Source: an optimization exercise on an open RTL-to-GDS flow (aim: small area and a short achievable clock period). Production flows keep margins and buffers that such runs may drop.
Only simulation tests tie the RTL to the original design; equivalence was not proved.
No driver is modelled on the clock port, so clock power and skew are understated where the tree is cut down; a real chip needs a root buffer or a tree.
Power and IR drop assume default switching activity.

==> flow/design.v <==
module SPI_SLAVE (
    input            MOSI,
    input            SS_n,
    input            clk,
    input            rst_n,
    input      [7:0] rd_data,    
    output reg       MISO,
    output           pre,        
    output reg       act,        
    output reg [9:0] word
);
    localparam IC = 2'd0, WR = 2'd1, RA = 2'd2, RD = 2'd3;
    reg [1:0] mode;
    reg [4:0] k;
    reg       flag;              
    reg [7:0] dout;              
    assign pre = !SS_n && mode != IC && k == 5'd14;
    always @(posedge clk)
        word <= {word[8:0], MOSI};
    always @(posedge clk or negedge rst_n) begin
        if (!rst_n) begin
            mode <= IC;
            k    <= 5'd3;
            flag <= 1'b0;
            act  <= 1'b0;
            MISO <= 1'b0;
            dout <= 8'd0;
        end else begin
            act  <= pre;
            MISO <= 1'b0;
            if (act && word[9:8] == 2'b11)
                dout <= rd_data;
            if (SS_n) begin
                mode <= IC;
                k    <= 5'd3;
                if (mode == IC || mode == WR)
                    flag <= 1'b0;
            end else begin
                case (mode)
                    IC: begin
                        if (k == 5'd3) begin
                            k <= 5'd4;
                        end else begin
                            k    <= 5'd5;
                            mode <= MOSI ? (flag ? RD : RA) : WR;
                        end
                    end
                    WR, RA: begin
                        if (k != 5'd15)
                            k <= k + 5'd1;
                        if (mode == WR)
                            flag <= 1'b0;
                        else if (k == 5'd14)
                            flag <= 1'b1;
                    end
                    RD: begin
                        k <= (k == 5'd24) ? 5'd3 : k + 5'd1;
                        if (k == 5'd14)
                            flag <= 1'b0;
                        if (k[4:3] == 2'b10)
                            MISO <= dout[k[2:0]];
                    end
                endcase
            end
        end
    end
endmodule
module RAM (
    input             clk,
    input             rst_n,
    input             pre,       
    input             MOSI,
    input             act,       
    input      [9:0]  din,
    output reg [7:0]  P
);
    localparam NR = 22;
    reg [1:0] c3, c4;
    reg       rho;
    reg [3:0] ra;
    reg [5:0] rb;
    reg [1:0] H, lo;
    reg       z;
    reg       pend;          
    reg       cmr;           
    reg       capr;          
    reg       cap0r;         
    reg [7:0] pdata;
    reg [7:0] T;             
    reg       rhoT;          
    wire [1:0] n3 = c3[1] ? 2'd0 : c3 + 2'd1;
    wire [1:0] n4 = c4 + 2'd1;
    always @(posedge clk) begin
        c3  <= n3;
        c4  <= n4;
        rho <= rho ^ (n3 == 2'd0 && n4 == 2'd0);
    end
    wire [5:0] x = din[6:1];
    reg  [4:0] q;
    reg  [1:0] hq;
    always @(*) begin
        if (x[1:0] != 2'd3) begin
            q  = {1'b0, x[5:2]};
            hq = x[1:0];
        end else if (x[3:2] != 2'd3) begin
            q  = {3'b100, x[5:4]};
            hq = x[3:2];
        end else if (x[5:4] != 2'd3) begin
            q  = 5'd20;
            hq = x[5:4];
        end else begin
            q  = 5'd21;
            hq = 2'd0;
        end
    end
    always @(posedge clk) begin
        if (pre && !din[7]) begin
            ra <= 4'b0001 << q[1:0];
            rb <= 6'b000001 << q[4:2];
            H  <= hq;
            lo <= {din[0], MOSI};
        end else if (pre && z) begin
            ra <= 4'b0001;
            rb <= 6'b000001;
            H  <= 2'd0;
            lo <= 2'd0;
        end
    end
    wire is21 = ra[1] && rb[5];
    always @(posedge clk or negedge rst_n) begin
        if (!rst_n)
            z <= 1'b1;
        else if (act)
            z <= 1'b0;
    end
    wire write_op = act && din[9:8] == 2'b01;
    wire pend_n   = write_op || (pend && !cmr);
    wire match_n  = n4 == lo && (is21 || n3 == H);
    always @(posedge clk) begin
        if (write_op)
            pdata <= din[7:0];
        pend  <= pend_n;
        cmr   <= pend_n && match_n;
        capr  <= match_n;
        cap0r <= n3 == 2'd0 && n4 == 2'd0;
    end
    wire [8*NR-1:0] tap;
    wire [8*NR-1:0] tap1;
    wire [7:0] wd = pdata ^ {8{rho}};
    genvar r;
    generate
        for (r = 0; r < NR; r = r + 1) begin : g_ring
            localparam L = (r == NR - 1) ? 4 : 12;
            reg [8*L-1:0] f;
            wire we = cmr && ra[r % 4] && rb[r / 4];
            wire [7:0] last = f[8*L-1:8*L-8];
            if (r == NR - 1) begin : g_plain
                always @(posedge clk)
                    f <= {f[8*L-9:0], we ? pdata : last};
            end else begin : g_inv
                always @(posedge clk)
                    f <= {f[8*L-9:0], ~(we ? wd : last)};
            end
            assign tap[8*r +: 8]  = last;
            assign tap1[8*r +: 8] = f[8*L-9:8*L-16];
        end
    endgenerate
    reg [7:0] tsel;
    integer i;
    always @(*) begin
        tsel = 8'd0;
        for (i = 0; i < NR; i = i + 1)
            tsel = tsel | (tap1[8*i +: 8] & {8{ra[i % 4] && rb[i / 4]}});
    end
    always @(posedge clk) begin
        T    <= tsel;
        rhoT <= (rho ^ (n3 == 2'd0 && n4 == 2'd0)) && !is21;
    end
    wire       rz  = ra[0] && rb[0] && H == 2'd0 && lo == 2'd0;
    wire [7:0] tv  = T ^ {8{rhoT}};
    wire [7:0] t0v = tap[7:0] ^ {8{rho}};
    always @(posedge clk) begin
        if (z) begin
            if (cap0r)
                P <= (cmr && rz) ? pdata : t0v;
        end else begin
            if (capr)
                P <= cmr ? pdata : tv;
        end
    end
endmodule
module SPI_Wrapper (
    input   MOSI,
    input   wclk,
    input   wrst_n,
    input   SS_n,
    output  MISO
);
    wire       pre;
    wire       act;
    wire [9:0] word;
    wire [7:0] rd_data;
    SPI_SLAVE SPI (
        .MOSI(MOSI),
        .SS_n(SS_n),
        .clk(wclk),
        .rst_n(wrst_n),
        .rd_data(rd_data),
        .MISO(MISO),
        .pre(pre),
        .act(act),
        .word(word)
    );
    RAM Ram (
        .clk(wclk),
        .rst_n(wrst_n),
        .pre(pre),
        .MOSI(MOSI),
        .act(act),
        .din(word),
        .P(rd_data)
    );
endmodule
==> flow/config.mk <==
export PLATFORM = sky130hd
export DESIGN_NAME = SPI_Wrapper
export DESIGN_NICKNAME = SPI_Wrapper
export VERILOG_FILES = /design/flow/design.v
export SDC_FILE = /design/flow/constraint.sdc
export NUM_CORES = 4
export LEC_CHECK = 0
export CAP_MARGIN = 30
export CORE_MARGIN = 2
export CORE_UTILIZATION = 50
export SETUP_SLACK_MARGIN = 3.9
export SLEW_MARGIN = 30
==> flow/constraint.sdc <==
create_clock -name core_clock -period 6.0 [get_ports {wclk}]
set_input_delay 1.2000 -clock core_clock [delete_from_list [all_inputs] [get_ports {wclk}]]
set_output_delay 1.2000 -clock core_clock [all_outputs]
set_load 0.01 [all_outputs]
standard.sh (not shown) runs the stock make flow with config.mk's settings and CLKGATE_MAP_FILE= SYNTH_SCRIPT=/design/flow/synth_recipe.tcl, a recipe that flattens the netlist after the stock synthesis.
==> flow/flow/run.sh <==
#!/bin/bash
# The standard layout, with the clock tree built by flow/cts_tree.tcl.
set -euo pipefail
here=$(pwd)
export PRE_CTS_TCL="$here/flow/cts_tree.tcl"
bash standard.sh > "$here/standard.log" 2>&1
Other scripts of this flow, unchanged in this note and not shown: flow/flow/cts_tree.tcl
Then changed:
--- a/flow/design.v
+++ b/flow/design.v
@@ -12,23 +12,26 @@
     localparam IC = 2'd0, WR = 2'd1, RA = 2'd2, RD = 2'd3;
     reg [1:0] mode;
     reg [4:0] k;
     reg       flag;              
     reg [7:0] dout;              
-    assign pre = !SS_n && mode != IC && k == 5'd14;
+    reg       at14;              
+    assign pre = !SS_n && at14;
     always @(posedge clk)
         word <= {word[8:0], MOSI};
     always @(posedge clk or negedge rst_n) begin
         if (!rst_n) begin
             mode <= IC;
             k    <= 5'd3;
             flag <= 1'b0;
+            at14 <= 1'b0;
             act  <= 1'b0;
             MISO <= 1'b0;
             dout <= 8'd0;
         end else begin
             act  <= pre;
+            at14 <= !SS_n && mode != IC && k == 5'd13;
             MISO <= 1'b0;
             if (act && word[9:8] == 2'b11)
                 dout <= rd_data;
             if (SS_n) begin
                 mode <= IC;
@@ -81,10 +84,11 @@
     reg [5:0] rb;
     reg [1:0] H, lo;
     reg       z;
     reg       pend;          
     reg       cmr;           
+    reg       ncmr;          
     reg       capr;          
     reg       cap0r;         
     reg [7:0] pdata;
     reg [7:0] T;             
     reg       rhoT;          
@@ -139,10 +143,11 @@
     always @(posedge clk) begin
         if (write_op)
             pdata <= din[7:0];
         pend  <= pend_n;
         cmr   <= pend_n && match_n;
+        ncmr  <= !(pend_n && match_n);
         capr  <= match_n;
         cap0r <= n3 == 2'd0 && n4 == 2'd0;
     end
     wire [8*NR-1:0] tap;
     wire [8*NR-1:0] tap1;
@@ -150,18 +155,19 @@
     genvar r;
     generate
         for (r = 0; r < NR; r = r + 1) begin : g_ring
             localparam L = (r == NR - 1) ? 4 : 12;
             reg [8*L-1:0] f;
-            wire we = cmr && ra[r % 4] && rb[r / 4];
+            wire we   = cmr && ra[r % 4] && rb[r / 4];
+            wire we_n = ncmr || !ra[r % 4] || !rb[r / 4];
             wire [7:0] last = f[8*L-1:8*L-8];
             if (r == NR - 1) begin : g_plain
                 always @(posedge clk)
                     f <= {f[8*L-9:0], we ? pdata : last};
             end else begin : g_inv
                 always @(posedge clk)
-                    f <= {f[8*L-9:0], ~(we ? wd : last)};
+                    f <= {f[8*L-9:0], ~((last | {8{we}}) & (wd | {8{we_n}}))};
             end
             assign tap[8*r +: 8]  = last;
             assign tap1[8*r +: 8] = f[8*L-9:8*L-16];
         end
     endgenerate
@@ -180,14 +186,14 @@
     wire [7:0] tv  = T ^ {8{rhoT}};
     wire [7:0] t0v = tap[7:0] ^ {8{rho}};
     always @(posedge clk) begin
         if (z) begin
             if (cap0r)
-                P <= (cmr && rz) ? pdata : t0v;
+                P <= (pend && rz) ? pdata : t0v;
         end else begin
             if (capr)
-                P <= cmr ? pdata : tv;
+                P <= pend ? pdata : tv;
         end
     end
 endmodule
 module SPI_Wrapper (
     input   MOSI,
Effect:
- final area goes down by about 1%
- wire length went up by 8.0%
- critical path depth does not change
- utilization came out lower by 0.45 points
- worst setup slack is worse by 11 ps
- via count rises by 1.5%
- die area drops by 0.41%
- clock power stays flat
No run of this note takes its clock network from TritonCTS; it comes from the design's own scripts or RTL.

re-timing with driven ports:
Ports are ideal in the flow. The routed layouts listed here were re-timed in OpenROAD.
Step 1, drivers: a clkbuf_16 drives wclk and a buf_2 each remaining input, both assumed.
Step 2 also shifts input and output timing later by t, the mid clock arrival at the registers, as if the neighbouring blocks saw the same clock.
Three values: no drivers, after step 1, after step 2; two values: the first two.
run | t (ns) | setup WS [ns] | worst setup path at the end | slew at the worst register clock pin (ns) | pins driven straight from the clock port
the first run | 0.641 | 3.789 / 3.646 / 3.485 | input to register | 0.11 / 0.11 | 4
the second run | 0.641 | 3.777 / 3.641 / 3.622 | input to register | 0.12 / 0.12 | 4
After both steps setup and hold are still met in every run listed. The setup slack of the first run, which loses most, moves by -0.143 ns with the drivers and by -0.304 ns with both steps.
